This is an optimization exercise on Yosys and OpenROAD, whose aim is small area, not a production implementation.
Function was checked by simulation only, so behaviour that the tests miss may differ from the original.
No activity file was given, so power comes from the tool's default toggle rates.

==> flow/design.v <==
module signExtend(	input [24:0] instr,
					output [31:0] imm_i,
					output [31:0] imm_s,
					output [31:0] imm_b,
					output [31:0] imm_u,
					output [31:0] imm_j,
					output [31:0] imm_z
					);
assign imm_i = { {20{{instr[24]}}}, instr[24:13]};
assign imm_s = { {20{instr[24]}}, instr[24:18], instr[4:0]};
assign imm_b = { {20{instr[24]}}, instr[0], instr[23:18], instr[4:1], 1'b0};
assign imm_u = { instr[24:5], {12{1'b0}}};
assign imm_j = { {12{instr[24]}}, instr[12:5], instr[13], instr[23:18], instr[17:14], 1'b0};
assign imm_z = { {27{1'b0}}, instr[19:15] };  
endmodule
module SignExtendSelector(	output reg [31:0] out,
							input [31:0] imm_i,
							input [31:0] imm_s,
							input [31:0] imm_b,
							input [31:0] imm_u,
							input [31:0] imm_j,
							input [31:0] imm_z,
							input [6:0] opcode);
always @(*)
begin
	case (opcode)
		7'b0010011:	out = imm_i;
		7'b0000011:	out = imm_i;
		7'b1100111:	out = imm_i;
		7'b1110011:  out = imm_z;
		7'b0100011:		out = imm_s;
		7'b1100011:		out = imm_b;
		7'b1101111:		out = imm_j;
		7'b0010111,
		7'b0110111:	out = imm_u;
		default:		out = 32'b0;
	endcase
end
endmodule
module RegFile (input clock, reset,
				input [4:0] raA, raB, wa,
				input wen,
				input [31:0] wd,
				output [31:0] rdA, rdB);
integer i;
reg [31:0] data[31:0];
always @(posedge clock or negedge reset)
begin
	if (reset == 1'b0) begin
		for (i = 0; i < 32; i = i+1)
			data[i] <= 0;
            data[2] <= 256;
    end
	else begin
		if (wen == 1'b1 && wa != 5'b0)
			data[wa] <=  wd;
	end
end
assign rdA = (wen == 1'b1 && wa == raA && wa != 5'b0) ? wd : data[raA];
assign rdB = (wen == 1'b1 && wa == raB && wa != 5'b0) ? wd : data[raB];
endmodule
module CSRFile (input clock, 
                input reset,
                input [11:0] csrAddr,
                input [11:0] csrWAddr,
                input ren,
                input wen,
                input [31:0] wd,
                output reg [31:0] rd,
                input write_pc,
                input [31:0] PC,
                input [31:0] IDEX_PC,
                input timer_interrupt,
                input software_interrupt,
                input external_interrupt,
                input syscall,
                output reg int_taken,
                output reg trap_in_ID,
                output reg flushPipeline,
                output reg [31:0] trap_vector
);
parameter FLUSH_COUNT = 4'd13;
integer i;
reg [31:0] mstatus;  
reg [31:0] mstatush;  
reg [31:0] misa;     
reg [31:0] mie;      
reg [31:0] mtvec;    
reg [31:0] mscratch; 
reg [31:0] mepc;     
reg [31:0] mcause;   
reg [31:0] mtval;    
wire [31:0] mip;      
assign mip = {16'b0,4'b0,external_interrupt,3'b0,timer_interrupt,3'b0,software_interrupt,3'b0}; 
reg [2:0] enableInterrupts;
reg [3:0] pipeline_flush_count;
always @(posedge clock or negedge reset)
begin
    if(reset == 1'b0)
    begin
        mstatus <= 32'b0;
        mstatush <= 32'b0;
        misa <= 32'h40000100;
        mie <= 32'b0;
        mtvec <= 32'b0;
        mscratch <= 32'b0;
        mepc <= 32'b0;
        mcause <= 32'b0;
        mtval <= 32'b0;
        int_taken <= 1'b0;
        trap_vector <= 32'b0;
        enableInterrupts <= 3'b111;
        flushPipeline <= 1'b0;
        pipeline_flush_count <= FLUSH_COUNT;
        rd <= 32'b0;
        trap_in_ID <= 1'b0;
    end
    else
    begin
        begin  
            if(wen == 1'b1)
            begin
                case(csrWAddr)
                    12'h300: mstatus <= wd;
                    12'h304: mie <= wd;
                    12'h305: mtvec <= {wd[31:2],2'b0};
                    12'h301: mstatush <= wd;
                    12'h340: mscratch <= wd;
                    12'h341: mepc <= wd;
                    12'h342: mcause <= wd;
                    12'h343: mtval <= wd;
                endcase 
            end
            if(csrAddr==csrWAddr)
            begin
                rd <= wd;
            end
            else begin
                if(write_pc)begin
                    case(csrAddr)
                        12'h300: rd <= mstatus;
                        12'h301: rd <= misa;
                        12'h304: rd <= mie;
                        12'h305: rd <= mtvec;
                        12'h301: rd <= mstatush;
                        12'h340: rd <= mscratch;
                        12'h341: rd <= mepc;
                        12'h342: rd <= mcause;
                        12'h343: rd <= mtval;
                        12'h344: rd <= mip;
                        default: rd <= 32'b0;
                    endcase 
                end
            end
        end
        begin  
            if(enableInterrupts <= 3'b110)
            begin
                enableInterrupts <= enableInterrupts + 1;
                if(enableInterrupts == 3'b110)
                begin
                    mstatus[3] <= mstatus[7];
                end
            end
            if(flushPipeline == 1'b1)
            begin
                if(write_pc == 1'b1)
                    pipeline_flush_count <= pipeline_flush_count + 1;
                if(pipeline_flush_count == FLUSH_COUNT)
                begin
                    flushPipeline <= 1'b0;
                    mepc <= IDEX_PC;
                    int_taken <= 1;
                end
            end
            else if(write_pc == 1'b1)
            begin
                int_taken <= 1'b0;
                trap_in_ID <= 1'b0;
                if(syscall == 1'b1) begin
                    if(csrAddr==0)begin
                        mepc <= IDEX_PC;
                        trap_in_ID <= 1'b1;
                        trap_vector <= {mtvec[31:2],2'b0};
                        mcause <= {1'b1,31'd11};
                        mstatus[7] <= mstatus[3];
                        mstatus[3] <= 1'b0;
                    end
                    else if(csrAddr==1)begin
                        mepc <= IDEX_PC;
                        trap_in_ID <= 1'b1;
                        trap_vector <= {mtvec[31:2],2'b0};
                        mcause <= {1'b1,31'd3};
                        mstatus[7] <= mstatus[3];
                        mstatus[3] <= 1'b0;
                    end
                    else if(csrAddr=='h302)begin
                        trap_in_ID <= 1'b1;
                        trap_vector <= mepc;
                        enableInterrupts <= 0;
                    end
                end
                else if(mstatus[3] == 1'b1) begin
                    if(external_interrupt & mie[11]==1'b1 & mip[11] == 1'b1) begin
                        trap_vector <= {mtvec[31:2],2'b0};
                        mcause <= {1'b1,31'd11};
                        mstatus[7] <= mstatus[3];
                        mstatus[3] <= 1'b0;
                        flushPipeline <= 1'b1;
                        pipeline_flush_count <= 0;
                    end
                    else if(timer_interrupt & mie[7]==1'b1 & mip[7] == 1'b1) begin
                        trap_vector <= {mtvec[31:2],2'b0};
                        mcause <= {1'b1,31'd7};
                        mstatus[7] <= mstatus[3];
                        mstatus[3] <= 1'b0;
                        flushPipeline <= 1'b1;
                        pipeline_flush_count <= 0;
                    end
                    else if(software_interrupt & mie[3]==1'b1 & mip[3] == 1'b1) begin
                        trap_vector <= {mtvec[31:2],2'b0};
                        mcause <= {1'b1,31'd3};
                        mstatus[7] <= mstatus[3];
                        mstatus[3] <= 1'b0;
                        flushPipeline <= 1'b1;
                        pipeline_flush_count <= 0;
                    end
                end
            end
        end
    end
end
endmodule
module ALUCPU #(parameter N = 32) (output [N-1:0] out,
								output zero,
								output overflow,
								input signed [N-1:0] inA, inB,
								input [3:0] op);
wire 	[N-1:0] 	out_val;
/*verilator lint_off UNUSED*/
wire 	[N:0]		unsigned_sub;
/*verilator lint_on UNUSED*/
assign unsigned_sub = {({1'b0, inA} - {1'b0, inB})};
assign {overflow, out_val} = (op == 4'b0000) ? (inA + inB) : 
	(op == 4'b0001) 	? 	(inA - inB) :  
	(op == 4'b0010) 	? 	{1'b0, (inA ^ inB)} :
	(op == 4'b0011)  	? 	{1'b0, (inA | inB)} :
	(op == 4'b0100) 	? 	{1'b0, (inA & inB)} :
	(op == 4'b1110) 	? 	{1'b0, ((!inA) & inB)} :
	(op == 4'b0101) 	? 	{1'b0, (inA << inB[4:0])} :
	(op == 4'b0110) 	? 	{1'b0, (inA >> inB[4:0])} :
	(op == 4'b0111) 	? 	{1'b0, {inA >>> inB[4:0]}} :
	(op == 4'b1000) 	? 	{1'b0, ( (inA < inB) ? 32'b1 : 32'b0 )} :
	(op == 4'b1001)	? 	{1'b0, ( ($unsigned(inA) < $unsigned(inB)) ? 32'b1 : 32'b0)} :
	(op == 4'b1010)  	? 	{1'b0, unsigned_sub[32:1]} :  
	(op == 4'b1011)   	? 	{1'b0, inB[31:12], 12'b0}:
	(op == 4'b1100) 	? 	(inA + {inB[31:12], 12'b0}) : 33'b0;
assign zero = (out == 0);
assign out 	= {{(N-32){out_val[31]}}, out_val[31:0]};
endmodule
module control_alu(	output reg [3:0] ALUOp,
					output reg csr_immidiate,
					input [2:0] ALUcntrl,
					input [2:0] funct3,
					input [6:0] funct7);
always @(ALUcntrl or funct3 or funct7)
begin
	csr_immidiate = 0;
	case (ALUcntrl)
		3'b000: begin
			case (funct3)
				3'b000:	ALUOp = (funct7 == 7'h00) ? 4'b0000 : 4'b0001;
				3'b100:		ALUOp = 4'b0010;
				3'b110:			ALUOp = 4'b0011;
				3'b111:		ALUOp = 4'b0100;
				3'b001:		ALUOp = 4'b0101;
				3'b101:		ALUOp = (funct7 == 7'h00) ? 4'b0110 : 4'b0111;
				3'b010:		ALUOp = 4'b1000;
				3'b011:		ALUOp = 4'b1001;
				default:			ALUOp = 4'b0000;
			endcase
		end
		3'b001: begin
			ALUOp  = 4'b0000;
		end
		3'b010: begin
			case (funct3)
				3'b000, 3'b001, 3'b100, 3'b101:	ALUOp = 4'b0001;
				3'b110, 3'b111:							ALUOp = 4'b1010;
				default:											ALUOp = 4'b0001;
			endcase
		end
		3'b011: begin
			ALUOp = 4'b1011;
		end
		3'b100: begin
			ALUOp = 4'b1100;
		end
		3'b101: begin
			case (funct3)
				3'b000:	ALUOp = 4'b0000;
				3'b100:	ALUOp = 4'b0010;
				3'b110:	ALUOp = 4'b0011;
				3'b111:	ALUOp = 4'b0100;
				3'b001:	ALUOp = 4'b0101;
				3'b101:	ALUOp = (funct7 == 7'h00) ? 4'b0110 : 4'b0111;
				3'b010:	ALUOp = 4'b1000;
				3'b011:	ALUOp = 4'b1001;
				default:		ALUOp = 4'b0000;
			endcase
		end
		3'b110: begin
			ALUOp = 4'b0000;
		end
		3'b111:begin
			case (funct3)
				3'b001:
				begin
					csr_immidiate = 0;
					ALUOp = 4'b0000;
				end
				3'b010:
				begin
					csr_immidiate = 0;
					ALUOp = 4'b0011;
				end
				3'b011:
				begin
					csr_immidiate = 0;
					ALUOp = 4'b1110;
				end
				3'b101:
				begin
					csr_immidiate = 1;
					ALUOp = 4'b0000;
				end
				3'b110:
				begin
					csr_immidiate = 1;
					ALUOp = 4'b0011;
				end
				3'b111:
				begin
					csr_immidiate = 1;
					ALUOp = 4'b1110;
				end
				default:
				begin
					csr_immidiate = 0;
					ALUOp = 4'b0000;
				end
			endcase
		end
		default: begin
			ALUOp = 4'b0000;
		end
	endcase
end
endmodule
module control_branch(	output reg branch_taken,
						input [2:0] funct3,
						input Branch,
						input zero,
						input sign);
always @(*)
begin
	if (Branch) begin
		case (funct3)
			3'b000:	branch_taken = zero;
			3'b001:	branch_taken = ~zero;
			3'b100,
			3'b110:	branch_taken = sign;
			3'b101,
			3'b111:	branch_taken = ~sign;
			default:		branch_taken = 1'b0;
		endcase
	end
	else begin
		branch_taken = 1'b0;
	end
end
endmodule
module control_bypass_ex(
    output reg [31:0] bypassOutA,      
    output reg [31:0] bypassOutB,      
    input [4:0] idex_rs1,              
    input [4:0] idex_rs2,              
    input [4:0] idex_rd,               
    input [1:0] idex_reg_type,         
	input [1:0] exmem_reg_type,              
	input [1:0] memwb_reg_type,              
    input [31:0] idex_rdA,             
    input [31:0] idex_rdB,             
    input [31:0] wRegData,             
    input [31:0] EXMEM_ALUOut,         
    input [31:0] csr_data,             
    input [31:0] WB_csr_data,             
    input [31:0] idex_csr_addr,             
    input [31:0] exmem_csr_addr,             
    input [31:0] memwb_csr_addr,             
    input csr_immidiate,               
	input exmem_csr_write_allowed,
	input memwb_csr_write_allowed,
    input [4:0] exmem_rd,              
    input [4:0] memwb_rd,              
    input exmem_regwrite,              
    input memwb_regwrite               
);
reg [1:0] bypassA;  
reg [1:0] bypassB;  
always @(*) begin
	if (exmem_regwrite == 1'b1 && exmem_rd != 5'b0 && exmem_rd == idex_rs1) begin
		bypassA = 2'b10;  
	end
	else if (memwb_regwrite == 1'b1 && memwb_rd != 5'b0 && memwb_rd == idex_rs1) begin
		bypassA = 2'b01;  
	end
	else begin
		bypassA = 2'b00;  
	end
end
always @(*) begin
	case(idex_reg_type)
	2'b00:begin
		if (exmem_regwrite == 1'b1 && exmem_rd == idex_rs2) begin
			bypassB = 2'b10;  
		end
		else if (memwb_regwrite == 1'b1 && memwb_rd == idex_rs2) begin
			bypassB = 2'b01;  
		end
		else begin
			bypassB = 2'b00;  
		end
	end
	2'b01:begin
		if (exmem_regwrite == 1'b1 && exmem_rd != 5'b0 && exmem_csr_addr == idex_csr_addr) begin
			bypassB = 2'b10;  
		end
		else if (memwb_regwrite == 1'b1 && memwb_rd != 5'b0 && memwb_csr_addr == idex_csr_addr) begin
			bypassB = 2'b01;  
		end
		else begin
			bypassB = 2'b00;  
		end
	end
	default:begin
		bypassB = 2'b00;  
	end
	endcase
end
always @(*) begin
	if(csr_immidiate == 1'b1) begin
		bypassOutA = idex_rs1;
	end
	else begin
		case (bypassA)
			2'b00: bypassOutA = idex_rdA;			 
			2'b01: bypassOutA = (idex_reg_type == 2'b01) ?WB_csr_data:wRegData; 
			default: bypassOutA = EXMEM_ALUOut;		 
		endcase
	end
end
always @(*) begin
    case (bypassB)
        2'b00: bypassOutB = (idex_reg_type == 2'b01) ? csr_data : idex_rdB; 	 
        2'b01: bypassOutB = (idex_reg_type == 2'b01) ? WB_csr_data : wRegData; 	 
        default: bypassOutB = EXMEM_ALUOut;                                		 
    endcase
end
endmodule
module control_main(output reg RegDst,
					output reg Branch,
					output reg MemRead,
					output reg MemWrite,
					output reg MemToReg,
					output reg ALUSrc,
					output reg RegWrite,
					output reg Jump,
					output reg JumpJALR,
					output reg inA_is_PC,
					output reg [1:0] reg_type,
					output reg [2:0] ALUcntrl,
					input [6:0] opcode);
always @(*)
begin
	reg_type = 0;  
	case (opcode)
		7'b0110011: begin 
			RegDst		= 1'b1;
			MemRead		= 1'b0;
			MemWrite	= 1'b0;
			MemToReg	= 1'b0;
			ALUSrc		= 1'b0;
			RegWrite	= 1'b1;
			Branch		= 1'b0;
			Jump		= 0;
			JumpJALR	= 0;
			inA_is_PC	= 1'b0;
			ALUcntrl	= 3'b000;
		end
		7'b0010011: begin
			RegDst 		= 1'b1;
			MemRead 	= 1'b0;
			MemWrite 	= 1'b0;
			MemToReg 	= 1'b0;
			ALUSrc 		= 1'b1;
			RegWrite 	= 1'b1;
			Branch 		= 1'b0;
			Jump 		= 0;
			JumpJALR 	= 0;
			inA_is_PC 	= 1'b0;
			ALUcntrl 	= 3'b101;
		end
		7'b0000011: begin 
			RegDst		= 1'b1;
			MemRead		= 1'b1;
			MemWrite	= 1'b0;
			MemToReg	= 1'b1;
			ALUSrc		= 1'b1;
			RegWrite	= 1'b1;
			Branch		= 1'b0;
			Jump		= 0;
			JumpJALR	= 0;
			inA_is_PC	= 1'b0;
			ALUcntrl	= 3'b001;
		end
		7'b1110011: 	begin
			reg_type 	= 2'b01;  
			RegDst		= 1'b1;
			MemRead		= 1'b0;
			MemWrite	= 1'b0;
			MemToReg	= 1'b0;
			ALUSrc		= 1'b0;
			RegWrite	= 1'b1;
			Branch		= 1'b0;
			Jump		= 0;
			JumpJALR	= 0;
			inA_is_PC	= 1'b0;
			ALUcntrl	= 3'b111;
		end
		7'b1100111: begin
			RegDst		= 1'b1;
			MemRead		= 1'b0;
			MemWrite	= 1'b0;
			MemToReg	= 1'b0;
			ALUSrc		= 1'b0;
			RegWrite	= 1'b1;
			Branch		= 1'b0;
			Jump		= 0;
			JumpJALR	= 1;
			inA_is_PC	= 1'b1;
			ALUcntrl	= 3'b110;
		end
		7'b0100011: begin 
			RegDst		= 1'b0;
			MemRead		= 1'b0;
			MemWrite	= 1'b1;
			MemToReg	= 1'b0;
			ALUSrc		= 1'b1;
			RegWrite	= 1'b0;
			Branch		= 1'b0;
			Jump		= 0;
			JumpJALR	= 0;
			inA_is_PC	= 1'b0;
			ALUcntrl	= 3'b001;
		end
		7'b1100011: begin 
			RegDst		= 1'b0;
			MemRead		= 1'b0;
			MemWrite	= 1'b0;
			MemToReg	= 1'b0;
			ALUSrc		= 1'b0;
			RegWrite	= 1'b0;
			Branch		= 1'b1;
			Jump		= 0;
			JumpJALR	= 0;
			inA_is_PC	= 1'b0;
			ALUcntrl	= 3'b010;
		end
		7'b1101111: begin
			RegDst		= 1'b1;
			MemRead		= 1'b0;
			MemWrite	= 1'b0;
			MemToReg	= 1'b0;
			ALUSrc		= 1'b0;
			RegWrite	= 1'b1;
			Branch		= 1'b0;
			Jump		= 1;
			JumpJALR	= 0;
			inA_is_PC	= 1'b1;
			ALUcntrl	= 3'b110;
		end
		7'b0110111: begin
			RegDst		= 1'b1;
			MemRead		= 1'b0;
			MemWrite	= 1'b0;
			MemToReg	= 1'b0;
			ALUSrc		= 1'b1;
			RegWrite	= 1'b1;
			Branch		= 1'b0;
			Jump		= 1'b0;
			JumpJALR	= 0;
			inA_is_PC	= 1'b0;
			ALUcntrl	= 3'b011;
		end
		7'b0010111: begin
			RegDst		= 1'b1;
			MemRead		= 1'b0;
			MemWrite	= 1'b0;
			MemToReg	= 1'b0;
			ALUSrc		= 1'b1;
			RegWrite	= 1'b1;
			Branch		= 1'b0;
			Jump		= 1'b0;
			JumpJALR	= 0;
			inA_is_PC	= 1'b1;
			ALUcntrl	= 3'b100;
		end
		default: begin
			RegDst		= 1'b0;
			MemRead		= 1'b0;
			MemWrite	= 1'b0;
			MemToReg	= 1'b0;
			ALUSrc		= 1'b0;
			RegWrite	= 1'b0;
			Branch		= 0;
			Jump		= 0;
			JumpJALR	= 0;
			inA_is_PC	= 1'b0;
			ALUcntrl	= 3'b000;
		end
	endcase
end  
endmodule
module  control_stall_id(	
	output reg bubble_ifid,
	output reg bubble_idex,
	output reg bubble_exmem,
	output reg bubble_memwb,
	output reg write_ifid,
	output reg write_idex,
	output reg write_exmem,
	output reg write_memwb,
	output reg write_pc,
	output reg instr_en,
	output reg trap_waiting,
	input [4:0] ifid_rs,
	input [4:0] ifid_rt,
	input [4:0] idex_rd,
	input memRead,
	input idex_memWrite,
	input idex_memread,
	input memReady,
	input Jump,
	input IDEX_Branch,
	input EXMEM_Branch,
	input syscall,
	input int_trap,
	input trap_in_ID,
	input flushPipeline,
	input PCSrc);
reg memStalled;
reg suppressTrap;
reg [3:0] state;
always @(*)
begin
	state = 4'b0000;
	bubble_ifid		= 1'b0;
	bubble_idex		= 1'b0;
	bubble_exmem	= 1'b0;
	bubble_memwb	= 1'b0;
	write_pc		= 1'b1;
	write_ifid		= 1'b1;
	write_idex		= 1'b1;
	write_exmem		= 1'b1;
	write_memwb		= 1'b1;
	memStalled		= 1'b0;
	suppressTrap	= 1'b0;
	trap_waiting   	= syscall;
	instr_en 		= 1'b1;
	if(memReady == 1'b0) begin  
		state = 4'd1;
		memStalled		= 1'b1;
		if(memStalled == 1'b0) begin
			write_exmem		= 1'b0;
			write_idex		= 1'b0;
			write_ifid		= 1'b1;
			write_pc		= 1'b0;
		end
		else begin
			write_memwb		= 1'b0;
			write_exmem		= 1'b0;
			write_idex		= 1'b0;
			write_ifid		= 1'b0;
			write_pc		= 1'b0;
			trap_waiting	= 1'b0;
		end
	end
	else if((IDEX_Branch|EXMEM_Branch) && (syscall))begin
		state = 4'd2;
		suppressTrap=1;
		bubble_idex	= 1'b1;
		write_ifid	= 1'b0;
		trap_waiting= 1'b0;
	end
	else if(memRead==1'b1 && idex_memWrite == 1'b1)begin
		state = 4'd3;
		bubble_idex	= 1'b1;
		write_ifid	= 1'b0;
		write_pc	= 1'b0;
		instr_en	= 1'b0;
		trap_waiting= 1'b0;
	end
	else if ((idex_memread == 1'b1) && ((idex_rd==ifid_rs) || (idex_rd==ifid_rt))) begin  
		state = 4'd4;
		bubble_idex	= 1'b1;
		write_ifid	= 1'b0;
		write_pc	= 1'b0;
		instr_en 	= 1'b0;
		trap_waiting= 1'b0;
	end
	else if (Jump == 1'b1||trap_in_ID == 1'b1) begin  
		state = 4'd5;
		bubble_ifid	= 1'b1;
	end
	if(int_trap == 1'b1) begin  
		state = 4'd6;
		bubble_ifid		= 1'b1;
		bubble_idex		= 1'b1;
		bubble_exmem	= 1'b1;
		bubble_memwb	= 1'b1;
		write_pc	= 1'b1;
	end
	else if (PCSrc == 1'b1) begin  
		state = 4'd7;
		bubble_ifid		= 1'b1;
		bubble_idex		= 1'b1;
		bubble_exmem	= 1'b1;
		write_pc	= 1'b1;  
		instr_en = 1'b0;
	end
	if(flushPipeline == 1'b1) begin
		state = 4'd8;
		bubble_ifid		= 1'b1;
	end
end
endmodule
module mem_read_selector(	input [2:0] mem_select,
							input [31:0] DMemOut,
							input [1:0] byte_index,
							output reg [31:0] out);
wire [7:0] byte_sel;
wire [15:0] half;
assign byte_sel = (byte_index == 2'b00) ? DMemOut[7:0] :
				(byte_index == 2'b01) ? DMemOut[15:8] :
				(byte_index == 2'b10) ? DMemOut[23:16] : DMemOut[31:24];
assign half = (byte_index[1] == 1'b0) ? DMemOut[15:0] : DMemOut[31:16];
always @(*)
begin
	case (mem_select)
		3'b000:		out = {{24{byte_sel[7]}}, byte_sel};
		3'b001:		out = {{16{half[15]}}, half};
		3'b100:	out = {{24{1'b0}}, byte_sel};
		3'b101:	out = {{16{1'b0}}, half};
		default:		out = DMemOut;
	endcase
end
endmodule
module mem_write_selector(	input [2:0] mem_select,
							input [31:0] ALUin,
							input [1:0] offset,
							output reg [3:0] byte_select_vector,
							output reg [31:0] out);
always @(*)
begin
	case (mem_select)
		3'b000  : byte_select_vector = 4'b0001 << offset; 
		3'b001  : byte_select_vector = (offset[1] == 1'b1) ? 4'b1100 : 4'b0011;
		default: byte_select_vector = 4'b1111;
	endcase
end
always @(*)
begin
	if (mem_select == 3'b000)
		case (offset)
			2'b00: out = ALUin;
			2'b01: out = ALUin << 8;
			2'b10: out = ALUin << 16;
			2'b11: out = ALUin << 24;
		endcase
	else if (mem_select == 3'b001)
		case (offset)
			2'b00:		out = ALUin;
			2'b10:		out = ALUin << 16;
			default:	out = 32'b0;
		endcase
	else
		out = ALUin;
end
endmodule
module cpu(	input clock,
			input reset,
			output overflow,
			output 	[31:0] PC_out,
			input  	[31:0] instr_in,
			output 	[31:0] data_addr,
			output ren,
			output wen,
			output instr_en,
			output 	[31:0] data_out,
			input 	[31:0] data_in,
			output 	[3:0]  byte_select,
			input software_interrupt,
			input timer_interrupt,
			input external_interrupt,
			output write_pc_out,
			input memReady
			);
reg		[31:0]	IFID_instr;
reg 	[31:0]  PC_IF2;
reg		[31:0]	PC, PC_OLD, IFID_PC, IDEX_PC, EXMEM_PC, MEMWB_PC;
wire	[31:0]	PCplus4, JumpAddress;
reg 	[31:0] PC_new;
wire	[31:0]	instr;
reg		[31:0]	IF2_instr;
reg	[31:0]	IDEX_instr;
reg	[31:0]	EXMEM_instr;
reg	[31:0]	MEMWB_instr;
reg     [31:0]  delayed_instr;
wire			inA_is_PC, branch_taken;
wire	[31:0]	BranchInA;
reg		[31:0]	IDEX_signExtend;
wire	[31:0]	signExtend;
wire	[31:0]	rdA, rdB;
reg		[31:0]	IDEX_rdA, IDEX_rdB;
reg		[2:0]	IDEX_funct3;
reg		[6:0]	IDEX_funct7;
reg		[4:0]	IDEX_instr_rs2, IDEX_instr_rs1, IDEX_instr_rd;
reg				IDEX_RegDst, IDEX_ALUSrc, IDEX_inA_is_PC, IDEX_Jump, IDEX_JumpJALR;
reg 	[1:0] 	IDEX_reg_type;
reg		[2:0]	IDEX_ALUcntrl;
reg				IDEX_MemRead, IDEX_MemWrite;
reg				IDEX_MemToReg, IDEX_RegWrite;
reg 	[2:0]	EXMEM_funct3, MEMWB_funct3;
reg 	[4:0]	EXMEM_RegWriteAddr;
reg 	[31:0]	EXMEM_ALUOut;
reg 	[31:0]	EXMEM_BranchALUOut;
reg 	[1:0] 	EXMEM_reg_type;
reg				EXMEM_Zero, EXMEM_JumpJALR;
wire		[3:0]	byte_select_vector;
reg		[31:0]	EXMEM_MemWriteData;
wire	[31:0]	MemWriteData;
reg				EXMEM_MemRead, EXMEM_MemWrite, EXMEM_RegWrite, EXMEM_MemToReg;
reg		[31:0]	MEMWB_DMemOut;
reg		[4:0]	MEMWB_RegWriteAddr;
reg		[31:0]	MEMWB_ALUOut;
reg				MEMWB_MemToReg, MEMWB_RegWrite;
reg 	[1:0] 	MEMWB_reg_type;
reg 	[31:0] 	ALUInA, ALUInB;
wire 	[31:0] 	bypassOutA, bypassOutB;
wire	[31:0]	ALUOut, BranchALUOut, DMemOut, MemOut;
reg     [31:0]  wRegData;
reg     [31:0]  WB_csr_data;
wire			Zero, RegDst, MemRead, MemWrite, MemToReg, ALUSrc, PCSrc, RegWrite, Jump, JumpJALR;
wire 	[1:0] 	reg_type;  
wire			Branch;
reg				IDEX_Branch, EXMEM_Branch;
wire			bubble_ifid, bubble_idex, bubble_exmem;    
wire			bubble_memwb = 1'b0;  
wire			write_ifid, write_idex, write_exmem, write_memwb, write_pc;   
wire	[6:0]	opcode;
wire	[2:0]	funct3, ALUcntrl; 
wire 	[31:0] 	csr_data;
reg 	[31:0] 	EXMEM_csr_data;
reg 	[31:0] 	MEMWB_csr_data;
wire 	[11:0]	csr_addr;
reg 	[11:0]	IDEX_csr_addr;
reg 	[11:0]	EXMEM_csr_addr;
reg 	[11:0]	MEMWB_csr_addr;
reg 			csr_write_allowed;
reg 			IDEX_csr_write_allowed;
reg 			EXMEM_csr_write_allowed;
reg 			MEMWB_csr_write_allowed;
wire       		csr_immidiate;
reg      		IDEX_csr_immidiate;
reg      		EXMEM_csr_immidiate;
reg      		MEMWB_csr_immidiate;
wire	[6:0]	funct7;
wire	[4:0]	instr_rs1, instr_rs2, instr_rd, RegWriteAddr;
wire	[3:0]	ALUOp;
wire	[1:0]	bypassA, bypassB;
wire	[31:0]	imm_i, imm_s, imm_b, imm_u, imm_j, imm_z;
reg keepDelayInstr;
wire flushPipeline;
wire int_taken;
wire [31:0] trap_vector;
wire syscall, trap_waiting;
wire trap_in_ID;
assign PC_out = PC;
assign instr = instr_in;
assign write_pc_out = write_pc;
assign data_addr = (ren==1'b1)?ALUOut:EXMEM_ALUOut;
assign ren = IDEX_MemRead&(~branch_taken);
assign wen = EXMEM_MemWrite;
assign data_out = MemWriteData;
assign DMemOut = data_in;
assign byte_select = byte_select_vector;
always @(posedge clock or negedge reset)
begin 
	if (reset == 1'b0)
	begin
		PC <= 32'h00000000; 
	end
	else if (write_pc == 1'b1)
	begin
		PC <= PC_new;
	end
	else
	begin
	end
end
reg write_pc_delayed;
reg bubble_ifid_delayed;
always @(posedge clock or negedge reset)
begin
	if(reset == 1'b0)begin
		PC_IF2 <= 32'b0;
		write_pc_delayed <= 1'b0;
		bubble_ifid_delayed <= 1'b0;
		delayed_instr <= 32'b0;
		keepDelayInstr <= 1'b0;
	end
	else begin
		write_pc_delayed <= write_pc;
		if(write_ifid == 1'b1)begin
			if(bubble_ifid == 1'b1)begin
				PC_IF2 <= 32'hffffffff;
			end
			else begin
				PC_IF2 <= PC;
			end
			bubble_ifid_delayed <= bubble_ifid;
			delayed_instr <= 0;
			keepDelayInstr <= 0;
		end
		else begin
			if(bubble_ifid == 1'b1||bubble_ifid_delayed == 1'b1)begin
				PC_IF2 <= 32'hffffffff;
			end
			if(keepDelayInstr ==1'b0) begin
				keepDelayInstr <= 1;
				delayed_instr <= (PCSrc)?32'hffffffff: instr;
			end
		end
	end
end
always@(*)
begin
	if(delayed_instr == 0) begin
		IF2_instr = instr;
	end
	else begin
		if(bubble_ifid_delayed == 1'b1) begin
			IF2_instr = 32'b0;
		end
		else begin
			IF2_instr = delayed_instr;
		end
	end
end
reg [31:0] PCPrevious;
always @(*) begin
	if(int_taken||trap_in_ID)
	begin
		PC_new = trap_vector;
	end
	else if (PCSrc == 1'b0) begin
		if (Jump == 1'b0) begin
			PC_new = PC + ((flushPipeline == 1'b1) ? 32'd0 : 32'd4);
		end
		else begin
			PC_new = JumpAddress;
		end
	end
	else begin
		PC_new = EXMEM_BranchALUOut;
	end
end
assign JumpAddress = IFID_PC + signExtend;
always @(posedge clock or negedge reset)
begin 
	if((reset == 1'b0))
	begin
		IFID_PC			<= 32'b0;
		IFID_instr		<= 32'b0;
	end
	else begin
		if ((bubble_ifid_delayed||bubble_ifid == 1'b1)) begin
			IFID_instr		<= 32'b0;
			IFID_PC			<= 32'hffffffff;
		end 
		else if (write_ifid == 1'b1) begin
			IFID_PC			<= PC_IF2;
			IFID_instr		<= IF2_instr;
		end
	end
end
assign opcode		= IFID_instr[6:0];
assign funct3		= IFID_instr[14:12];
assign funct7		= IFID_instr[31:25];
assign instr_rs1	= IFID_instr[19:15];
assign csr_addr		= IFID_instr[31:20];
assign instr_rs2	= IFID_instr[24:20];
assign instr_rd		= IFID_instr[11:7];
assign syscall		= (IDEX_Jump==1'b0 & 
						IDEX_JumpJALR==1'b0&opcode == 7'b1110011 & funct3==0) ? 1'b1 : 1'b0;
always @(*) begin
	if(reg_type == 2'b01) begin
		if(funct3[1:0] == 2'b00) begin
			csr_write_allowed = 1'b0;
		end
		else if(funct3[1:0] == 2'b01) begin
			csr_write_allowed = 1'b1;
		end
		else begin
			if(instr_rs1 == 32'b0) begin
				csr_write_allowed = 1'b0;
			end
			else begin
				csr_write_allowed = 1'b1;
			end
		end
	end
	else begin
		csr_write_allowed = 1'b0;
	end
end
signExtend signExtendUnit (
	.instr(IFID_instr[31:7]),
	.imm_i(imm_i),
	.imm_s(imm_s),
	.imm_b(imm_b),
	.imm_u(imm_u),
	.imm_j(imm_j),
	.imm_z(imm_z)
);
RegFile cpu_regs (
	.clock(clock),
	.reset(reset),
	.raA(instr_rs1),
	.raB(instr_rs2),
	.wa(MEMWB_RegWriteAddr),
	.wen(MEMWB_RegWrite),
	.wd(wRegData),
	.rdA(rdA),
	.rdB(rdB)
);
SignExtendSelector SignExtendSelector (
	.out(signExtend),
	.imm_i(imm_i),
	.imm_s(imm_s),
	.imm_b(imm_b),
	.imm_u(imm_u),
	.imm_j(imm_j),
	.imm_z(imm_z),
	.opcode(opcode)
);
always @(posedge clock or negedge reset)
begin 
	if ((reset == 1'b0)) begin
		IDEX_inA_is_PC	<= 1'b0;
		IDEX_Jump		<= 1'b0;
		IDEX_JumpJALR	<= 1'b0;
		IDEX_signExtend	<= 32'b0;
		IDEX_instr_rd	<= 5'b0;
		IDEX_instr_rs1	<= 5'b0;
		IDEX_instr_rs2	<= 5'b0;
		IDEX_RegDst		<= 1'b0;
		IDEX_ALUcntrl	<= 3'b0;
		IDEX_ALUSrc		<= 1'b0;
		IDEX_Branch		<= 1'b0;
		IDEX_MemRead	<= 1'b0;
		IDEX_MemWrite	<= 1'b0;
		IDEX_MemToReg	<= 1'b0;
		IDEX_RegWrite	<= 1'b0;
		IDEX_funct3		<= 3'b0;
		IDEX_funct7		<= 7'b0;
		IDEX_PC			<= 32'b0;
		IDEX_rdA		<= 32'b0;
		IDEX_rdB		<= 32'b0;
		IDEX_reg_type	<= 3'b0;
		IDEX_instr		<= 32'b0;
		IDEX_csr_addr	<= 12'b0;
		IDEX_csr_write_allowed <= 1'b0;
	end
	else
	begin
		if ((bubble_idex == 1'b1)) begin
			IDEX_inA_is_PC	<= 1'b0;
			IDEX_Jump		<= 1'b0;
			IDEX_JumpJALR	<= 1'b0;
			IDEX_signExtend	<= 32'b0;
			IDEX_instr_rd	<= 5'b0;
			IDEX_instr_rs1	<= 5'b0;
			IDEX_instr_rs2	<= 5'b0;
			IDEX_RegDst		<= 1'b0;
			IDEX_ALUcntrl	<= 3'b0;
			IDEX_ALUSrc		<= 1'b0;
			IDEX_Branch		<= 1'b0;
			IDEX_MemRead	<= 1'b0;
			IDEX_MemWrite	<= 1'b0;
			IDEX_MemToReg	<= 1'b0;
			IDEX_RegWrite	<= 1'b0;
			IDEX_funct3		<= 3'b0;
			IDEX_funct7		<= 7'b0;
			IDEX_rdA		<= 32'b0;
			IDEX_rdB		<= 32'b0;
			IDEX_reg_type	<= 3'b0;
			IDEX_instr		<= 32'b0;
			IDEX_csr_addr	<= 12'b0;
			IDEX_csr_write_allowed <= 1'b0;
			IDEX_PC			<= 32'hffffffff;
		end
		else if (write_idex == 1'b1) begin
			IDEX_inA_is_PC	<= inA_is_PC;
			IDEX_Jump		<= Jump;
			IDEX_JumpJALR	<= JumpJALR;
			IDEX_signExtend	<= signExtend;
			IDEX_instr_rd	<= instr_rd;
			IDEX_instr_rs1	<= instr_rs1;
			IDEX_instr_rs2	<= instr_rs2;
			IDEX_RegDst		<= RegDst;
			IDEX_ALUcntrl	<= ALUcntrl;
			IDEX_ALUSrc		<= ALUSrc;
			IDEX_Branch		<= Branch;
			IDEX_MemRead	<= MemRead;
			IDEX_MemWrite	<= MemWrite;
			IDEX_MemToReg	<= MemToReg;
			IDEX_RegWrite	<= RegWrite;
			IDEX_funct3		<= funct3;
			IDEX_funct7		<= funct7;
			IDEX_PC			<= IFID_PC;
			IDEX_rdA		<= rdA;
			IDEX_rdB		<= rdB;
			IDEX_reg_type	<= reg_type;
			IDEX_instr		<= IFID_instr;
			IDEX_csr_addr	<= csr_addr;
			IDEX_csr_write_allowed <= csr_write_allowed;
		end
	end
end
reg [31:0] newmepc;
localparam MEPC_IDLE = 32'h0;
localparam MEPC_WAITINGJUMP = 32'h1;
reg mepc_state;
always@(posedge clock or negedge reset)begin
	if(reset==1'b0)begin
		newmepc <= 32'h0;
		mepc_state <= MEPC_IDLE;
	end
	else
	begin
		case(mepc_state)
			MEPC_IDLE:begin
				if(flushPipeline)
				begin
					if(branch_taken||Jump||EXMEM_JumpJALR)
					begin
						newmepc <= PC_new;
					end
					else if(write_pc==1'b0&&IFID_PC!=32'hffffffff)
					begin
						newmepc <= IFID_PC;
					end
					else if(PC_IF2!=32'hffffffff)
					begin
						newmepc <= PC_IF2;
					end
					else
					begin
						newmepc <= PC;
					end
					mepc_state <= MEPC_WAITINGJUMP;
				end
			end
			MEPC_WAITINGJUMP:begin
				if(branch_taken||Jump||EXMEM_JumpJALR)
				begin
					newmepc <= PC_new;
				end
				if(flushPipeline==1'b0)
				begin
					mepc_state <= MEPC_IDLE;
				end
			end
		endcase
	end
end
CSRFile csrFile(
	.clock(clock),
	.reset(reset),
	.wen(MEMWB_csr_write_allowed),
	.ren(reg_type==2'b01),
	.csrAddr(csr_addr),
	.csrWAddr(MEMWB_csr_addr),
	.wd(WB_csr_data),
	.rd(csr_data),
	.write_pc(write_pc),
	.PC(PC),
	.IDEX_PC(newmepc),
	.software_interrupt(software_interrupt),
	.timer_interrupt(timer_interrupt),
	.external_interrupt(external_interrupt),
	.syscall(trap_waiting),
	.int_taken(int_taken),
	.trap_in_ID(trap_in_ID),
	.flushPipeline(flushPipeline),
	.trap_vector(trap_vector)
);
control_main control_main (
	.RegDst(RegDst),
	.reg_type(reg_type),
	.Branch(Branch),
	.MemRead(MemRead),
	.MemWrite(MemWrite),
	.MemToReg(MemToReg),
	.ALUSrc(ALUSrc),
	.RegWrite(RegWrite),
	.Jump(Jump),
	.JumpJALR(JumpJALR),
	.inA_is_PC(inA_is_PC),
	.ALUcntrl(ALUcntrl),
	.opcode(opcode)
);
control_stall_id control_stall_id (
	.bubble_ifid	(bubble_ifid),
	.bubble_idex	(bubble_idex),
	.bubble_exmem	(bubble_exmem),
	.write_ifid		(write_ifid),
	.write_idex		(write_idex),
	.write_exmem	(write_exmem),
	.write_memwb	(write_memwb),
	.write_pc		(write_pc),
	.instr_en		(instr_en),
	.trap_waiting	(trap_waiting),
	.ifid_rs		(instr_rs1),
	.ifid_rt		(instr_rs2),
	.idex_rd		(IDEX_instr_rd),
	.memRead		(MemRead),
	.idex_memWrite	(IDEX_MemWrite),
	.idex_memread	(IDEX_MemRead),
	.Jump			(Jump),
	.IDEX_Branch	(IDEX_Branch),
	.EXMEM_Branch	(EXMEM_Branch),
	.syscall		(syscall),
	.trap_in_ID		(trap_in_ID),
	.int_trap		(int_taken),
	.flushPipeline	(flushPipeline),
	.memReady		(memReady),
	.PCSrc			(PCSrc));
always @(*) begin
    if (IDEX_inA_is_PC == 1'b1) begin
        ALUInA = IDEX_PC;
    end else begin
        ALUInA = bypassOutA;
    end
end
always @(*) begin
    if (IDEX_Jump == 1'b1 || IDEX_JumpJALR == 1'b1) begin
        ALUInB = 32'd4;
    end else if (IDEX_ALUSrc == 1'b0) begin
        ALUInB = bypassOutB;
    end else begin
        ALUInB = IDEX_signExtend;
    end
end
assign BranchInA = (IDEX_JumpJALR == 1'b1) ? bypassOutA : IDEX_PC;
assign BranchALUOut = BranchInA + IDEX_signExtend;
ALUCPU cpu_alu(.out(ALUOut),
			.zero(Zero),	
			.overflow(overflow),
			.inA(ALUInA),
			.inB(ALUInB),
			.op(ALUOp));
assign RegWriteAddr = (IDEX_RegDst==1'b0) ? IDEX_instr_rs2 : IDEX_instr_rd;
always @(posedge clock or negedge reset)
begin
	if ((reset == 1'b0)) begin
		EXMEM_ALUOut		<= 32'b0;
		EXMEM_JumpJALR 		<= 1'b0;
		EXMEM_BranchALUOut	<= 32'b0;
		EXMEM_RegWriteAddr	<= 5'b0;
		EXMEM_MemWriteData	<= 32'b0;
		EXMEM_Zero			<= 1'b0;
		EXMEM_Branch		<= 1'b0;
		EXMEM_MemRead		<= 1'b0;
		EXMEM_MemWrite		<= 1'b0;
		EXMEM_MemToReg		<= 1'b0;
		EXMEM_RegWrite		<= 1'b0;
		EXMEM_funct3		<= 3'b0;
		EXMEM_csr_data		<= 32'b0;
		EXMEM_reg_type		<= 2'b00;
		EXMEM_csr_addr		<= 12'b0;
		EXMEM_csr_write_allowed <= 1'b0;
		EXMEM_PC			<= 32'hffffffff;
		EXMEM_instr			<= 32'b0;
	end 
	else
	begin
		if ((bubble_exmem == 1'b1)) begin
			EXMEM_ALUOut		<= 32'b0;
			EXMEM_JumpJALR 		<= 1'b0;
			EXMEM_BranchALUOut	<= 32'b0;
			EXMEM_RegWriteAddr	<= 5'b0;
			EXMEM_MemWriteData	<= 32'b0;
			EXMEM_Zero			<= 1'b0;
			EXMEM_Branch		<= 1'b0;
			EXMEM_MemRead		<= 1'b0;
			EXMEM_MemWrite		<= 1'b0;
			EXMEM_MemToReg		<= 1'b0;
			EXMEM_RegWrite		<= 1'b0;
			EXMEM_funct3		<= 3'b0;
			EXMEM_csr_data		<= 32'b0;
			EXMEM_reg_type		<= 2'b00;
			EXMEM_csr_addr		<= 12'b0;
			EXMEM_csr_write_allowed <= 1'b0;
			EXMEM_PC			<= 32'hffffffff;
			EXMEM_instr			<= 32'b0;
		end 
		else if (write_exmem == 1'b1) begin
			EXMEM_ALUOut		<= ALUOut;
			EXMEM_JumpJALR		<= IDEX_JumpJALR;
			EXMEM_BranchALUOut	<= BranchALUOut;
			EXMEM_RegWriteAddr	<= RegWriteAddr;
			EXMEM_MemWriteData	<= bypassOutB;
			EXMEM_Zero			<= Zero;
			EXMEM_Branch		<= IDEX_Branch;
			EXMEM_MemRead		<= IDEX_MemRead;
			EXMEM_MemWrite		<= IDEX_MemWrite;
			EXMEM_MemToReg		<= IDEX_MemToReg;
			EXMEM_RegWrite		<= IDEX_RegWrite;
			EXMEM_funct3		<= IDEX_funct3;
			EXMEM_csr_data		<= csr_data;
			EXMEM_reg_type		<= IDEX_reg_type;
			EXMEM_csr_addr		<= IDEX_csr_addr;
			EXMEM_csr_write_allowed <= IDEX_csr_write_allowed;
			EXMEM_PC			<= IDEX_PC;
			EXMEM_instr			<= IDEX_instr;
		end
	end
end
control_alu control_alu(
	.ALUOp(ALUOp), 
	.ALUcntrl(IDEX_ALUcntrl), 
	.csr_immidiate(csr_immidiate),
	.funct3(IDEX_funct3), 
	.funct7(IDEX_funct7)
);
control_bypass_ex control_bypass_ex(
	.bypassOutA(bypassOutA),
	.bypassOutB(bypassOutB),
	.idex_rs1(IDEX_instr_rs1), 
	.idex_rs2(IDEX_instr_rs2),
	.idex_rd(IDEX_instr_rd),
	.idex_reg_type(IDEX_reg_type),
	.exmem_reg_type(EXMEM_reg_type),
	.memwb_reg_type(MEMWB_reg_type),
	.idex_rdA(IDEX_rdA),
	.idex_rdB(IDEX_rdB),
	.wRegData(wRegData),
	.EXMEM_ALUOut(EXMEM_ALUOut),
	.idex_csr_addr(IDEX_csr_addr),
	.exmem_csr_addr(EXMEM_csr_addr),
	.memwb_csr_addr(MEMWB_csr_addr),
	.csr_data(csr_data),
	.WB_csr_data(WB_csr_data),
	.csr_immidiate(csr_immidiate),
	.exmem_csr_write_allowed(EXMEM_csr_write_allowed),
	.memwb_csr_write_allowed(MEMWB_csr_write_allowed),
	.exmem_rd(EXMEM_RegWriteAddr), 
	.memwb_rd(MEMWB_RegWriteAddr),
	.exmem_regwrite(EXMEM_RegWrite), 
	.memwb_regwrite(MEMWB_RegWrite)
);
mem_write_selector mem_write_selector(
	.mem_select(EXMEM_funct3),
	.ALUin(EXMEM_MemWriteData),
	.offset(EXMEM_ALUOut[1:0]),
	.byte_select_vector(byte_select_vector),
	.out(MemWriteData)
);
always @(posedge clock or negedge reset)
begin 
	if (reset == 1'b0) begin
		MEMWB_DMemOut		<= 32'b0;
		MEMWB_ALUOut		<= 32'b0;
		MEMWB_RegWriteAddr	<= 5'b0;
		MEMWB_MemToReg		<= 1'b0;
		MEMWB_RegWrite		<= 1'b0;
		MEMWB_funct3		<= 3'b0;
		MEMWB_csr_data		<= 32'b0;
		MEMWB_reg_type		<= 2'b00;
		MEMWB_csr_addr		<= 12'b0;
		MEMWB_csr_write_allowed <= 1'b0;
		MEMWB_PC			<= 32'b0;
		MEMWB_instr			<= 32'b0;
	end 
	else 
	begin
		if(bubble_memwb == 1'b1) begin
			MEMWB_DMemOut		<= 32'b0;
			MEMWB_ALUOut		<= 32'b0;
			MEMWB_RegWriteAddr	<= 5'b0;
			MEMWB_MemToReg		<= 1'b0;
			MEMWB_RegWrite		<= 1'b0;
			MEMWB_funct3		<= 3'b0;
			MEMWB_csr_data		<= 32'b0;
			MEMWB_reg_type		<= 2'b00;
			MEMWB_csr_addr		<= 12'b0;
			MEMWB_csr_write_allowed <= 1'b0;
			MEMWB_PC			<= 32'hffffffff;
			MEMWB_instr			<= 32'b0;
		end 
		else if (write_memwb == 1'b1) begin
			MEMWB_DMemOut		<= DMemOut;
			MEMWB_ALUOut		<= EXMEM_ALUOut;
			MEMWB_RegWriteAddr	<= EXMEM_RegWriteAddr;
			MEMWB_MemToReg		<= EXMEM_MemToReg;
			MEMWB_RegWrite		<= EXMEM_RegWrite;
			MEMWB_funct3		<= EXMEM_funct3;
			MEMWB_csr_data		<= EXMEM_csr_data;
			MEMWB_reg_type		<= EXMEM_reg_type;
			MEMWB_csr_addr		<= EXMEM_csr_addr;
			MEMWB_csr_write_allowed <= EXMEM_csr_write_allowed;
			MEMWB_PC			<= EXMEM_PC;
			MEMWB_instr			<= EXMEM_instr;
		end
	end
end
control_branch control_branch (
	.branch_taken(branch_taken),
	.funct3(EXMEM_funct3),
	.Branch(EXMEM_Branch),
	.zero(EXMEM_Zero),
	.sign(EXMEM_ALUOut[31])
);
assign PCSrc = (EXMEM_JumpJALR) ? 1'b1 : branch_taken;
mem_read_selector mem_read_selector(
	.mem_select(MEMWB_funct3),
	.DMemOut(MEMWB_DMemOut),
	.byte_index(MEMWB_ALUOut[1:0]),
	.out(MemOut)
);
always @(*) begin
	if (MEMWB_reg_type == 0) begin
		if (MEMWB_MemToReg == 1'b0) begin
			wRegData = MEMWB_ALUOut;
		end else begin
			wRegData = MemOut;
		end
	end else begin
		wRegData = MEMWB_csr_data;
	end
end
always @(*)
begin 
	if (write_memwb == 1'b1) begin
		if (MEMWB_MemToReg == 1'b0) begin
			WB_csr_data = MEMWB_ALUOut;
		end else begin
			WB_csr_data = MemOut;
		end
	end
	else
	begin
		WB_csr_data = 0;
	end
end
endmodule
module riscv_core (
	input         clock,
	input         reset,
	output [31:0] PC_out,
	input  [31:0] instr_in,
	output        instr_en,
	output [31:0] data_addr,
	output        ren,
	output        wen,
	output [31:0] data_out,
	input  [31:0] data_in,
	output [3:0]  byte_select,
	input         memReady,
	input         software_interrupt,
	input         timer_interrupt,
	input         external_interrupt
);
	wire overflow_unused;
	wire write_pc_unused;
	cpu cpu1 (
		.clock(clock),
		.reset(reset),
		.overflow(overflow_unused),
		.PC_out(PC_out),
		.instr_in(instr_in),
		.data_addr(data_addr),
		.ren(ren),
		.wen(wen),
		.instr_en(instr_en),
		.data_out(data_out),
		.data_in(data_in),
		.byte_select(byte_select),
		.software_interrupt(software_interrupt),
		.timer_interrupt(timer_interrupt),
		.external_interrupt(external_interrupt),
		.write_pc_out(write_pc_unused),
		.memReady(memReady)
	);
endmodule
==> flow/run.sh <==
#!/bin/bash
# synth_recipe.tcl (not shown) runs the flow's synth.tcl, then flattens the netlist and writes it again
# the make line also repeats each setting of config.mk as NAME=value (left out here)
make -C /OpenROAD-flow-scripts/flow DESIGN_CONFIG=/design/flow/config.mk WORK_HOME=/design/flow/orfs CLKGATE_MAP_FILE= SYNTH_SCRIPT=/design/flow/synth_recipe.tcl finish
==> flow/config.mk <==
export PLATFORM = sky130hd
export DESIGN_NAME = riscv_core
export DESIGN_NICKNAME = riscv_core
export VERILOG_FILES = /design/flow/design.v
export SDC_FILE = /design/flow/constraint.sdc
export NUM_CORES = 8
export LEC_CHECK = 0
export CAP_MARGIN = 20
export CORE_MARGIN = 2
export CORE_UTILIZATION = 32
export SLEW_MARGIN = 20
==> flow/constraint.sdc <==
create_clock -name core_clock -period 14.0 [get_ports {clock}]
set_input_delay 2.8000 -clock core_clock [delete_from_list [all_inputs] [get_ports {clock}]]
set_output_delay 2.8000 -clock core_clock [all_outputs]
set_load 0.01 [all_outputs]
==> results.txt <==
H-tree depth 4; sequential-to-total area share from yosys stat 0.4490; GP Congestion 1.064; Ports 173; crit start category input pin; full die area 345600 um2; Via density 6.528; Power Density 201.8 nW/um2; fin crit period about 14 ns; Filler cells between 30000 and 40000; Post-Syn Area per Cell 8.757 um2; highest-count cells in the layout ignoring fill and taps dfrtp_1, nand2_1, o21ai_0; CP max stage cell a2111oi_1; placed insts 16480; Critical Path Max Stage Delay 0.77 ns; Slew @ Worst Pin 1.298 ns; row count 214; clk_skew 0.1010 ns; clock latency (worst-skew pair) ~0.98 ns; vias in the first global route 102000; Die W a little under 600 um; post-synth top area cell dfrtp_1; Post-synth ARST share 1.000; most common cell after layout, fill and taps aside dfrtp_1; Die Y 587.9 um; Pleak 51.45 nW; Yosys cell types 107; Clock transition at path regs 0.06 ns; worst-path fanout max 37; Synth warnings 15; outcome finished clean; first-pass GRT wire length 836100 um; post-synthesis cell count 12460; max FFs per register roughly 1000; Setup crit end kind output pin; critical path's top delay family compound AO/OA/AOI/OAI gates; Worst VDD drop around 0.00015 V; # DRC 0; IO buf count 172; initial antenna violation count between 60 and 70; Multi-input gate area 56340 um2; Post-DP HPWL 412600 um; gr usage total 0.3385; first-iteration detailed-routing DRC count 18800; Biggest register cpu1.cpu_regs.data; Layout area overhead 14.01%; WP data required roughly 11 ns; DR top layer met5; Synth Cell Area 109100 um2; hold buffer count at CTS 0; period utilisation layout 0.9781; Post-Syn Nets 12700; vias 110500; initial core utilization 0.3213; met3 wire len 81530 um; max frequency 73.03 MHz; fraction of layout cells with a size suffix above 1 0.1053; 1st-pass router iterations 11; FF/Latch Area just under 50000 um2; Synth Register Bits ~2000; CTS tree yes; Max Cap Viol 0; setup TNS 0 ns; final hold viol count 0; Final Instance Count excl. Fillers 16920; Max-slew headroom 0.1323; final setup fails 0; core area 339500 um2; top_reg_cell synth dfrtp_1; CP arrival 10.89 ns; Crit Path Class input pin to output pin; # nets final between 10000 and 15000; Max Slew Vio Count 0; EDFF count, synth 0; largest net degree at the start of global routing about 170; WP buf/inv 6; DR WL/cell 35.89 um; Root Buffer clkbuf_16; CTS Buf Count 220; DR WL met2 between 200000 and 250000 um; kind of path behind the tightest hold check flip-flop to flip-flop; clk buf depth 4; M1 WL between 200000 and 250000 um; post-route ant nets 0; clock net sink count 1957; GRT Residual Overflow 0; Area contributors post-synth dfrtp_1, o21ai_0, nand2_1; total wire length 607300 um; flop-to-flop setup slack 4.22 ns; post-synth top area share 0.4473; RSZ-0062 raised after global routing false
[through the flow]
| stage | instance area, um2 | utilization | hold slack [ns] | worst slack, ns | total power, W |
|---|---|---|---|---|---|
| finish | 124400 | 0.3663 | 0.4032 | 0.3068 | 0.02510 |
| global route | 124300 | 0.3661 | 0.4156 | 0.09275 | 0.02562 |
| CTS | 124200 | 0.3658 | 0.4017 | 0.4177 | 0.02439 |
| detailed placement | 116700 | 0.3436 | 0.3890 | 0.4572 | 0.01826 |
| global placement | 116600 | 0.3435 | 0.3857 | 0.003031 | 0.01832 |
| floorplan | 109100 | - | 0.3519 | 2.818 | 0.01290 |
[timing repair]
action                     CTS  global route
setup endpoints to repair    0             1
setup buffers                0             0
gates resized for setup      0             1
hold endpoints to repair     0             0
[synthesized netlist by cell type, types with 225 or more instances]
| master | count |
|---|---|
| dfrtp_1 | 1950 |
| mux2i_1 | 304 |
| nand2_1 | 1584 |
| nor2_1 | 1258 |
| nand3_1 | 253 |
| a221oi_1 | 225 |
| nand4_1 | 237 |
| a22o_1 | 249 |
| o21ai_0 | 1467 |
| clkbuf_1 | 976 |
| a22oi_1 | 544 |
| a21oi_1 | 841 |
[where the power goes]
group          total [W]  internal [W]  switching (W)
sequential       0.00775       0.00643        0.00133
combinational     0.0112       0.00328        0.00789
clock            0.00618       0.00354        0.00263
total             0.0251        0.0133         0.0119
[metal layers]
metal  track usage  up-vias
li1              -    45010
met1        0.4204    53850
met2        0.4777     8947
met3        0.1234     2621
met4        0.2523       32
met5      0.006294        -
[worst paths after layout]
kind,endpoint,from,depth (start not counted)
min reg2reg,cpu1.cpu_regs.data[0][12],cpu1.cpu_regs.data[0][12],0
max reg2reg,cpu1.EXMEM_Zero,cpu1.MEMWB_RegWriteAddr[1],26
min,cpu1.cpu_regs.data[0][12],cpu1.cpu_regs.data[0][12],0
max in group asynchronous,cpu1.MEMWB_MemToReg,reset,4
min in group asynchronous,cpu1.cpu_regs.data[2][23],reset,1
max,data_addr[30],memReady,29
[final cells by class]
type / count / area share
multi-input cells: 9215 / 0.4530
flip-flops and latches: 1957 / 0.3939
clock buffers: 301 / 0.05035
well taps: 4536 / 0.04563
repair buffers: 592 / 0.04060
clock inverters: 99 / 0.01021
inverters: 178 / 0.005402
diodes: 44 / 0.0008853
[kinds of logic (layout without fill, tap and decap cells)]
| group | count (synthesis) | count (layout) | share of synthesized area |
|---|---|---|---|
| AOI/OAI and AO/OA | 4405 | 4405 | 0.2626 |
| xor gates and xnor gates | 212 | 212 | 0.01702 |
| adders and majority gates | 169 | 169 | 0.01973 |
| buffers and inverters | 1285 | 1170 | 0.04536 |
| DFF | 1957 | 1957 | 0.4490 |
| muxes | 505 | 505 | 0.04926 |
| other | 0 | 44 | 0 |
| and+or+nand+nor | 3924 | 3924 | 0.1570 |
[worst register-to-register path, cell delays in order, from the launching register on]
cell and delay, ns:
dfrtp_1 0.88, or4_4 0.28, o21ai_2 0.07, or3_1 0.46, or4_1 0.87, nand2_2 0.69
o21ai_0 0.23, o221a_2 0.18, mux2i_1 0.22, nand2b_1 0.21, ha_1 0.33, o21a_1 0.20
o21ai_0 0.12, o31a_1 0.40, o21ai_0 0.46, nand2_1 0.12, nor2_1 0.32, a211oi_1 0.23
o41ai_4 0.83, a21boi_1 0.39, nand3_1 0.18, o31ai_1 0.08, a221oi_1 0.54, o32ai_1 0.25
or3_1 0.39, or4_1 0.60, o21ai_1 0.17

[what the ideal ports hide]
How much do the figures lean on ideal ports? The routed layout below was timed once more, with nothing changed but the port constraints. Step 1 assumes that a clkbuf_16 drives the clock port and a buf_2 every other input. Step 2 times the ports against the registers' clock, not the clock port: input delays grow and output delays shrink by t, the midpoint of the rising clock arrivals with the driver on. a / b / c = ideal / step 1 / step 2; a / b = the first two.
t (ns): 1.034
setup slack, ns: 0.307 / 0.266 / 0.266
worst register clock-pin slew, ns: 0.07 / 0.07
After both steps setup and hold are still met in this run. The setup slack of this run moves by -0.041 ns with the drivers and by -0.041 ns with both steps.
